This design comes from an exercise in tuning for small area on the open sky130 flow, not from production work. For this run, only the layout was checked, not whether the RTL still works. No activity file was given, so power comes from the tool's default toggle rates.

`flow/run.sh`:
```
#!/bin/bash
# synth_recipe.tcl (not shown) runs the flow's synth.tcl, then flattens the netlist and writes it again
# the make line also repeats each setting of config.mk as NAME=value (left out here)
make -C /OpenROAD-flow-scripts/flow DESIGN_CONFIG=/design/flow/config.mk WORK_HOME=/design/flow/orfs CLKGATE_MAP_FILE= SYNTH_SCRIPT=/design/flow/synth_recipe.tcl finish
```
`flow/config.mk`:
```
export PLATFORM = sky130hd
export DESIGN_NAME = rom_module
export DESIGN_NICKNAME = rom_module
export VERILOG_FILES = /design/flow/design.v
export SDC_FILE = /design/flow/constraint.sdc
export NUM_CORES = 4
export LEC_CHECK = 0
export ABC_AREA = 1
export CAP_MARGIN = 20
export CORE_MARGIN = 2
export CORE_UTILIZATION = 40
export SLEW_MARGIN = 20
```
`flow/constraint.sdc`:
```
create_clock -name core_clock -period 8.0 [get_ports {clk}]
set_input_delay 1.6000 -clock core_clock [delete_from_list [all_inputs] [get_ports {clk}]]
set_output_delay 1.6000 -clock core_clock [all_outputs]
set_load 0.01 [all_outputs]
```
`flow/design.v`:
```
`timescale 1ns / 1ps
module divFreq(clk, rst, clk_out, tick);  
input clk;
input rst;
output reg clk_out;
output tick;
parameter freq = 100000000;
parameter freq_out = 30;
localparam max_count = freq/(2*freq_out);
reg [$clog2(max_count+1)-1:0] count;  
assign tick = (count == (max_count)) && !clk_out;
always @(posedge clk) begin
	if (rst) begin
		count = 'd0;
		clk_out = 0;
	end
	else if(count == (max_count)) begin
		clk_out = ~clk_out;
		count = 0;
	end
	else
	count=count+1;
end
endmodule
`timescale 1ns / 1ps
module rom_module(clk, rst, data, enable, sel, selec);
input clk;
input rst;
input [1:0] sel;
input selec;
wire [8:0] dataM;
wire [8:0] dataF;
output[8:0] data;
output enable;
reg [8:0] data0;
reg [8:0] data1;
reg [8:0] data2;
reg [8:0] data3;
reg [8:0] data4;
reg [8:0] data5;
reg [5:0] init; 
reg [5:0] init1;
reg [5:0] init2;
reg [4:0] char;
reg [4:0] char1;
reg [4:0] char2;
reg [4:0] char3;
reg [4:0] char4;
reg [4:0] char5;
wire tick;
divFreq #(.freq(240), .freq_out(30)) d1(clk, rst, enable, tick);
parameter A = 9'b101000001;  parameter B = 9'b101000010;  parameter C = 9'b101000011;  parameter D = 9'b101000100;
parameter E = 9'b101000101;  parameter F = 9'b101000110;  parameter G = 9'b101000111;  parameter H = 9'b101001000;
parameter I = 9'b101001001;  parameter J = 9'b101001010;  parameter K = 9'b101001011;  parameter L = 9'b101001100;
parameter M = 9'b101001101;  parameter N = 9'b101001110;  parameter O = 9'b101001111;  parameter P = 9'b101010000;
parameter Q = 9'b101010001;  parameter R = 9'b101010010;  parameter S = 9'b101010011;  parameter T = 9'b101010100;
parameter U = 9'b101010101;  parameter V = 9'b101010110;  parameter W = 9'b101010111;  parameter X = 9'b101011000;
parameter Y = 9'b101011001;  parameter Z = 9'b101011010;
parameter a = 9'b101100001;  parameter b = 9'b101100010;  parameter c = 9'b101100011;  parameter d = 9'b101100100;
parameter e = 9'b101100101;  parameter f = 9'b101100110;  parameter g = 9'b101100111;  parameter h = 9'b101101000;
parameter i = 9'b101101001;  parameter j = 9'b101101010;  parameter k = 9'b101101011;  parameter l = 9'b101101100;
parameter m = 9'b101101101;  parameter n = 9'b101101110;  parameter o = 9'b101101111;  parameter p = 9'b101110000;
parameter q = 9'b101110001;  parameter r = 9'b101110010;  parameter s = 9'b101110011;  parameter t = 9'b101110100;
parameter u = 9'b101110101;  parameter v = 9'b101110110;  parameter w = 9'b101110111;  parameter x = 9'b101111000;
parameter y = 9'b101111001;  parameter z = 9'b101111010;
parameter alpha = 9'b111100000; parameter omega = 9'b111110100; parameter theta = 9'b111110010; parameter hashtag = 9'b100100011;
parameter pi = 9'b111110111; parameter kanji = 9'b110110111; parameter emoji = 9'b111101111;
parameter es = 9'b100100000; parameter c1 = 9'b000111000;
parameter c2 = 9'b000001110; parameter clear = 9'b000000001; parameter enter = 9'b011000000;
wire [5:0] rom_addr = init+char;
reg [8:0] rom_q;
always @* begin
	case (rom_addr)
		6'd0: rom_q = c1;
		6'd1: rom_q = c2;
		6'd2: rom_q = clear;
		6'd3: rom_q = es;
		6'd4: rom_q = es;
		6'd5: rom_q = es;
		6'd6: rom_q = es;
		6'd7: rom_q = es;
		6'd8: rom_q = es;
		6'd9: rom_q = es;
		6'd10: rom_q = es;
		6'd11: rom_q = P;
		6'd12: rom_q = r;
		6'd13: rom_q = i;
		6'd14: rom_q = m;
		6'd15: rom_q = e;
		6'd16: rom_q = r;
		6'd17: rom_q = o;
		6'd18: rom_q = es;
		6'd19: rom_q = S;
		6'd20: rom_q = e;
		6'd21: rom_q = g;
		6'd22: rom_q = u;
		6'd23: rom_q = n;
		6'd24: rom_q = d;
		6'd25: rom_q = o;
		6'd26: rom_q = es;
		6'd27: rom_q = T;
		6'd28: rom_q = e;
		6'd29: rom_q = r;
		6'd30: rom_q = c;
		6'd31: rom_q = e;
		6'd32: rom_q = r;
		6'd33: rom_q = o;
		6'd34: rom_q = es;
		6'd35: rom_q = hashtag;
		6'd36: rom_q = hashtag;
		6'd37: rom_q = hashtag;
		6'd38: rom_q = hashtag;
		6'd39: rom_q = es;
		6'd40: rom_q = es;
		6'd41: rom_q = es;
		6'd42: rom_q = es;
		6'd43: rom_q = es;
		6'd44: rom_q = es;
		6'd45: rom_q = es;
		6'd46: rom_q = es;
		default: rom_q = 9'd0;
	endcase
end
always @(posedge clk)begin
	if (rst) begin
		init = 0;
		char = 0;
		data0 <= 0;
	end
	else if (tick) begin
	data0 <= rom_q;
	if (init<'d46)begin
		if (char<'d18)begin
			char = char + 1;
		end 
		else begin
			char = 0;
			init = init + 1;
			data0 <= clear;
		end
	end
	else begin
		init = 0;
	end
end
	end
wire [5:0] rom1_addr = init1+char1;
reg [8:0] rom1_q;
always @* begin
	case (rom1_addr)
		6'd0: rom1_q = c1;
		6'd1: rom1_q = c2;
		6'd2: rom1_q = clear;
		6'd3: rom1_q = es;
		6'd4: rom1_q = es;
		6'd5: rom1_q = es;
		6'd6: rom1_q = es;
		6'd7: rom1_q = es;
		6'd8: rom1_q = es;
		6'd9: rom1_q = es;
		6'd10: rom1_q = es;
		6'd11: rom1_q = P;
		6'd12: rom1_q = r;
		6'd13: rom1_q = i;
		6'd14: rom1_q = m;
		6'd15: rom1_q = e;
		6'd16: rom1_q = r;
		6'd17: rom1_q = o;
		6'd18: rom1_q = es;
		6'd19: rom1_q = S;
		6'd20: rom1_q = e;
		6'd21: rom1_q = g;
		6'd22: rom1_q = u;
		6'd23: rom1_q = n;
		6'd24: rom1_q = d;
		6'd25: rom1_q = o;
		6'd26: rom1_q = es;
		6'd27: rom1_q = T;
		6'd28: rom1_q = e;
		6'd29: rom1_q = r;
		6'd30: rom1_q = c;
		6'd31: rom1_q = e;
		6'd32: rom1_q = r;
		6'd33: rom1_q = o;
		6'd34: rom1_q = es;
		6'd35: rom1_q = hashtag;
		6'd36: rom1_q = hashtag;
		6'd37: rom1_q = hashtag;
		6'd38: rom1_q = hashtag;
		6'd39: rom1_q = hashtag;
		6'd40: rom1_q = es;
		6'd41: rom1_q = es;
		6'd42: rom1_q = es;
		6'd43: rom1_q = es;
		6'd44: rom1_q = es;
		6'd45: rom1_q = es;
		6'd46: rom1_q = es;
		6'd47: rom1_q = es;
		default: rom1_q = 9'd0;
	endcase
end
always @(posedge clk)begin
	if (rst) begin
		init1 = 0;
		char1 = 0;
		data1 <= 0;
	end
	else if (tick) begin
	data1 <= rom1_q;
	if (init1<'d40)begin
		if (char1<'d18)begin
			char1 = char1 + 1;
		end 
		else begin
			char1 = 0;
			init1 = init1 + 1;
			data1 <= clear;
		end
	end
	else begin
		init1 = 0;
	end
end
	end
wire [5:0] rom2_addr = init2+char2;
reg [8:0] rom2_q;
always @* begin
	case (rom2_addr)
		6'd0: rom2_q = c1;
		6'd1: rom2_q = c2;
		6'd2: rom2_q = clear;
		6'd3: rom2_q = es;
		6'd4: rom2_q = es;
		6'd5: rom2_q = es;
		6'd6: rom2_q = es;
		6'd7: rom2_q = es;
		6'd8: rom2_q = es;
		6'd9: rom2_q = es;
		6'd10: rom2_q = es;
		6'd11: rom2_q = P;
		6'd12: rom2_q = r;
		6'd13: rom2_q = i;
		6'd14: rom2_q = m;
		6'd15: rom2_q = e;
		6'd16: rom2_q = r;
		6'd17: rom2_q = o;
		6'd18: rom2_q = es;
		6'd19: rom2_q = S;
		6'd20: rom2_q = e;
		6'd21: rom2_q = g;
		6'd22: rom2_q = u;
		6'd23: rom2_q = n;
		6'd24: rom2_q = d;
		6'd25: rom2_q = o;
		6'd26: rom2_q = es;
		6'd27: rom2_q = T;
		6'd28: rom2_q = e;
		6'd29: rom2_q = r;
		6'd30: rom2_q = c;
		6'd31: rom2_q = e;
		6'd32: rom2_q = r;
		6'd33: rom2_q = o;
		6'd34: rom2_q = es;
		6'd35: rom2_q = hashtag;
		6'd36: rom2_q = hashtag;
		6'd37: rom2_q = hashtag;
		6'd38: rom2_q = hashtag;
		6'd39: rom2_q = es;
		6'd40: rom2_q = es;
		6'd41: rom2_q = es;
		6'd42: rom2_q = es;
		6'd43: rom2_q = es;
		6'd44: rom2_q = es;
		6'd45: rom2_q = es;
		6'd46: rom2_q = es;
		default: rom2_q = 9'd0;
	endcase
end
always @(posedge clk)begin
	if (rst) begin
		init2 = 0;
		char2 = 0;
		data2 <= 0;
	end
	else if (tick) begin
	data2 <= rom2_q;
	if (init2<'d46)begin
		if (char2<'d18)begin
			char2 = char2 + 1;
		end 
		else begin
			char2 = 0;
			init2 = init2 + 1;
			data2<=clear;
		end
	end
	else begin
		init2 = 0;
	end
end
	end
wire [4:0] rom3_addr = char3;
reg [8:0] rom3_q;
always @* begin
	case (rom3_addr)
		5'd0: rom3_q = c1;
		5'd1: rom3_q = c2;
		5'd2: rom3_q = clear;
		5'd3: rom3_q = A;
		5'd4: rom3_q = r;
		5'd5: rom3_q = r;
		5'd6: rom3_q = i;
		5'd7: rom3_q = b;
		5'd8: rom3_q = a;
		5'd9: rom3_q = es;
		5'd10: rom3_q = enter;
		5'd11: rom3_q = A;
		5'd12: rom3_q = b;
		5'd13: rom3_q = a;
		5'd14: rom3_q = j;
		5'd15: rom3_q = o;
		5'd16: rom3_q = es;
		5'd17: rom3_q = hashtag;
		5'd18: rom3_q = hashtag;
		5'd19: rom3_q = hashtag;
		5'd20: rom3_q = hashtag;
		default: rom3_q = 9'd0;
	endcase
end
always @(posedge clk)begin
	if (rst) begin
		char3 = 0;
		data3 <= 0;
	end
	else if (tick) begin
	data3 <= rom3_q;
		if (char3<'d20)begin
			char3 = char3 + 1;
		end 
		else begin
			char3 = 0;
			data3<=clear;
		end
	end
	end
wire [4:0] rom4_addr = char4;
reg [8:0] rom4_q;
always @* begin
	case (rom4_addr)
		5'd0: rom4_q = c1;
		5'd1: rom4_q = c2;
		5'd2: rom4_q = clear;
		5'd3: rom4_q = A;
		5'd4: rom4_q = r;
		5'd5: rom4_q = r;
		5'd6: rom4_q = i;
		5'd7: rom4_q = b;
		5'd8: rom4_q = a;
		5'd9: rom4_q = es;
		5'd10: rom4_q = enter;
		5'd11: rom4_q = A;
		5'd12: rom4_q = b;
		5'd13: rom4_q = a;
		5'd14: rom4_q = j;
		5'd15: rom4_q = o;
		5'd16: rom4_q = es;
		5'd17: rom4_q = hashtag;
		5'd18: rom4_q = hashtag;
		default: rom4_q = 9'd0;
	endcase
end
always @(posedge clk)begin
	if (rst) begin
		char4 = 0;
		data4 <= 0;
	end
	else if (tick) begin
	data4 <= rom4_q;
		if (char4<'d18)begin
			char4 = char4 + 1;
		end 
		else begin
			char4 = 0;
			data4<=clear;
		end
	end
	end
wire [4:0] rom5_addr = char5;
reg [8:0] rom5_q;
always @* begin
	case (rom5_addr)
		5'd0: rom5_q = c1;
		5'd1: rom5_q = c2;
		5'd2: rom5_q = clear;
		5'd3: rom5_q = A;
		5'd4: rom5_q = r;
		5'd5: rom5_q = r;
		5'd6: rom5_q = i;
		5'd7: rom5_q = b;
		5'd8: rom5_q = a;
		5'd9: rom5_q = es;
		5'd10: rom5_q = enter;
		5'd11: rom5_q = A;
		5'd12: rom5_q = b;
		5'd13: rom5_q = a;
		5'd14: rom5_q = j;
		5'd15: rom5_q = o;
		5'd16: rom5_q = es;
		default: rom5_q = 9'd0;
	endcase
end
always @(posedge clk)begin
	if (rst) begin
		char5 = 0;
		data5 <= 0;
	end
	else if (tick) begin
	data5 <= rom5_q;
		if (char5<'d16)begin
			char5 = char5 + 1;
		end 
		else begin
			char5 = 0;
			data5<=clear;
		end
	end
	end
assign dataM = (sel == 2'b00) ? data0:
					(sel == 2'b01) ? data1:
					(sel == 2'b10) ? data2:
					data2;
assign dataF = (sel == 2'b00) ? data3:
					(sel == 2'b01) ? data4:
					(sel == 2'b10) ? data5:
					data5;
assign data = (selec == 1'b0) ? dataM:
					dataF;
endmodule 	
```
==> notes.md <==
simple logic cell fraction of the synthesized area=34.0%; largest delay contributor family on the critical path=buffers and inverters; Final Hold Fails=0; Post-CTS Setup Bufs=0; number of global-route vias before repair=7,112; Die X=148 um; Crit path buffers/inverters=3; power density over the cells=165 nW/um2; initial antenna violation count=0; period utilisation layout=74.1%; Worst Hold Class=flip-flop to flip-flop; CP max-delay cell=nor2_1; largest cells by area after synthesis=dfxtp_1 (31%), nand2_1 (16%), ha_1 (10%), nand3_1 (7.5%), inv_1 (6.2%); largest net degree at the start of global routing=55; Synth area leader=dfxtp_1; Max Buffers Root-to-Sink=2; drt first pass iters=5; HPWL after DPL=14,300 um; hold_buf cts=0; CTS resizes=0; Overall Power=1520 uW; CP Class=input pin to output pin; Async SR Flop Fraction=0%; Max Slew Vio Count=0; Nets=1,334; largest family of logic cells by synthesized area=simple AND/OR/NAND/NOR gates; Worst slew margin=30.4%; Starting Density=40.9%; worst-path maximum fanout=19; Remaining Overflow, GRT=0; fmax=0.169 GHz; post-route cell area=9210 um2; LEAKAGE=0.00414 uW; synth warn=2; DP Area=8660 um2; GRT Util Overall=18.4%; Synth Area in Adders=10.9%; Max rail drop VDD=0.141 mV; CTS tree=built; clk sinks=130; die height=148 um; outcome=finished clean; post-route setup TNS=0 ps; Clk pin slew, worst setup/hold paths=60 ps; DR iter-0 viols=392; Worst setup SP type=input pin; setup violators final=0; GP Congestion=0.851; diode count=0; Post-synth EDFFs=0; Final ANT Viol Nets=0; post-synthesis sequential area ratio=31.2%; CP peak stage delay=940 ps; max-capacitance violation count=0; FP Rows=52; first-pass GRT wire length=33,700 um; post-synthesis mux area share=0%; syn_nets=1,334; top-area cell type share of the netlist area=31.2%; vias per inst=5.06; core area=20,400 um2; io pins=15; most frequent CP cell=clkdlybuf4s50_1; RSZ-0062 raised after global routing=false; critical-path cell list=clkdlybuf4s50_1 > nor2_1 > nand2_1 > a32o_1 > inv_1 > clkdlybuf4s50_1; compound-cell area share of the yosys netlist=13.6%; IO Port Bufs=14; Layout area overhead=10.5%; Setup Skew=14.7 ps; Root Buffer=clkbuf_16; layout cells sized above 1=4.96%; # placed instances=1,509; worst slew pin tran=1040 ps; TritonCTS Buffers=17; Seq cells post-synth=130; Mapped Area=8330 um2; Critical Path AT=4330 ps; prevailing post-synth register cell=dfxtp_1; DRC Markers=0; DIE AREA=22,000 um2; DR vias=7,805; H-tree Lvls=4; DRT Wirelength=19,700 um; Gate Count Post-Synth=1,258; Syn Area/Cell=6.62 um2; Post-Synth XOR/XNOR Area=1.67%; worst endpoint required time=6400 ps; element type at the critical path end=output pin; post-synthesis cell type count=46; clock latency on the worst-skew pair=420 ps; Cell Count, Final, Fillers Out=1,541; Tmin final=5930 ps; WL per Instance=12.8 um
==> metal layers <==
| layer | vias to the layer above | track usage [%] | wire length [um] |
|---|---|---|---|
| met1 | 3519 | 24.7 | 9650 |
| met3 | 23 | 2.98 | 670 |
| met5 | - | 0 | 0 |
| li1 | 4111 | - | - |
| met4 | 0 | 6.24 | 393 |
| met2 | 152 | 30.3 | 8970 |
==> final cells by class <==
class                           instances  area (um2)
Clock buffer                           18         429
Clock inverter                         14         120
Fill cell                            2126       11200
Inverter                              145         547
Multi-Input combinational cell        947        5010
Sequential cell                       130        2600
Tap cell                              270         338
Timing Repair Buffer                   17         158
==> layout by cell type, fill, tap and decap left out, drive strengths merged, types with 3 or more instances in the layout <==
cell / synthesis / final
buf: 21 / 4
clkinvlp: 0 / 3
clkbuf: 15 / 18
o211ai: 10 / 10
nand4: 12 / 12
ha: 68 / 68
dfxtp: 130 / 130
nor2: 127 / 127
o21ai: 67 / 67
a31oi: 6 / 6
xor2: 12 / 12
nand3: 125 / 125
a21oi: 93 / 93
nor3: 25 / 25
xnor2: 3 / 3
clkinv: 2 / 7
inv: 143 / 149
a32o: 8 / 8
fa: 3 / 3
nand3b: 3 / 3
nand2: 364 / 364
clkdlybuf4s50: 0 / 13
a221oi: 8 / 8
==> synthesized netlist by cell type, types with 2 or more instances <==
master / count
nand2_1: 359
a31oi_1: 6
o21ai_0: 62
nor3_1: 25
nand3_1: 125
or2_0: 2
xnor2_1: 3
o21ai_2: 2
nand2_2: 5
nor2_1: 117
nor2_4: 3
o211ai_1: 10
clkinv_1: 2
o21ai_1: 3
xor2_1: 11
nand3b_1: 2
inv_1: 137
a211oi_1: 2
nor2_2: 6
dfxtp_1: 130
fa_1: 3
a32o_1: 8
inv_2: 5
a221oi_1: 8
buf_1: 2
clkbuf_1: 15
nand4_1: 11
buf_4: 2
ha_1: 68
nor4_1: 2
a21oi_1: 92
buf_2: 16
==> registers in the layout, indices dropped and copies added (netlist names), 8 cells and up <==
signal and cells:
data0 8, data1 8, data2 8, data3 9, data4 9, data5 9, rom3_q 9, rom4_q 9
rom5_q 9
==> final timing paths <==
path	from	depth (start not counted)	slack, ps	endpoint
setup / recovery	sel[1]	6	2070	data[0]
hold reg to reg	rom3_q[0]	2	430	data3[0]
setup reg to reg	d1.count[0]	14	4870	rom4_q[0]
hold / removal	rom3_q[0]	2	430	data3[0]
==> through the flow <==
| stage | hold slack (ps) | setup WS (ps) | util, % |
|---|---|---|---|
| 2_1_floorplan | 414 | 3650 | - |
| 3_3_place_gp | 422 | 2150 | 42.5 |
| 3_5_place_dp | 428 | 2060 | 42.5 |
| 4_1_cts | 433 | 2060 | 45.2 |
| 5_1_grt | 459 | 1850 | 45.2 |
| 6_report | 431 | 2070 | 45.2 |
==> worst register-to-register path, cell delays in order, from the launching register on <==
cell and delay, ps:
dfxtp_1 320, inv_1 60, ha_1 220, nand3b_4 340
buf_4 410, o21ai_2 630, inv_2 100, nand2_1 200
inv_1 110, ha_1 320, nand2_1 60, o211ai_1 90
nand2_1 70, nand2_1 60, nand2_1 50
==> power by group <==
part	internal (uW)	switching, uW
Combinational	43.6	76.8
Sequential	667	12.5
Clock	405	315
==> cell families (layout without fill, tap and decap cells) <==
| family | count (synthesis) | after routing |
|---|---|---|
| xor+xnor | 15 | 15 |
| compound gates | 198 | 198 |
| buf+inv | 181 | 194 |
| simple gates | 663 | 663 |
| fa+ha+maj | 71 | 71 |
| flops | 130 | 130 |

## separate check: timing with driven ports
The flow's constraints put no driver on any port. The routed layout listed below was extracted and timed again, unchanged, in two steps. Step 1 (the two cells are an assumption about what drives the block):
set clk [get_ports {clk}]
set_driving_cell -lib_cell sky130_fd_sc_hd__clkbuf_16 $clk
set_driving_cell -lib_cell sky130_fd_sc_hd__buf_2 [delete_from_list [all_inputs] $clk]
Step 2 adds t to the input delays and takes it off the output delays; t is the mean of the earliest and latest rising clock arrival at the registers after step 1. Input paths then give back, and output paths get back, about the clock's delay inside the block. a / b / c = ideal ports / drivers / drivers and shift; a / b = the first two.
t (ns): 0.459
setup WS [ns]: 2.075 / 2.045 / 2.045
worst setup path after step 2: input to output
worst register clock-pin slew, ns: 0.06 / 0.06
worst data-port slew with drivers (ns): 0.07
After both steps setup and hold are still met in this run. The setup slack of this run moves by -0.030 ns with the drivers and by -0.030 ns with both steps.
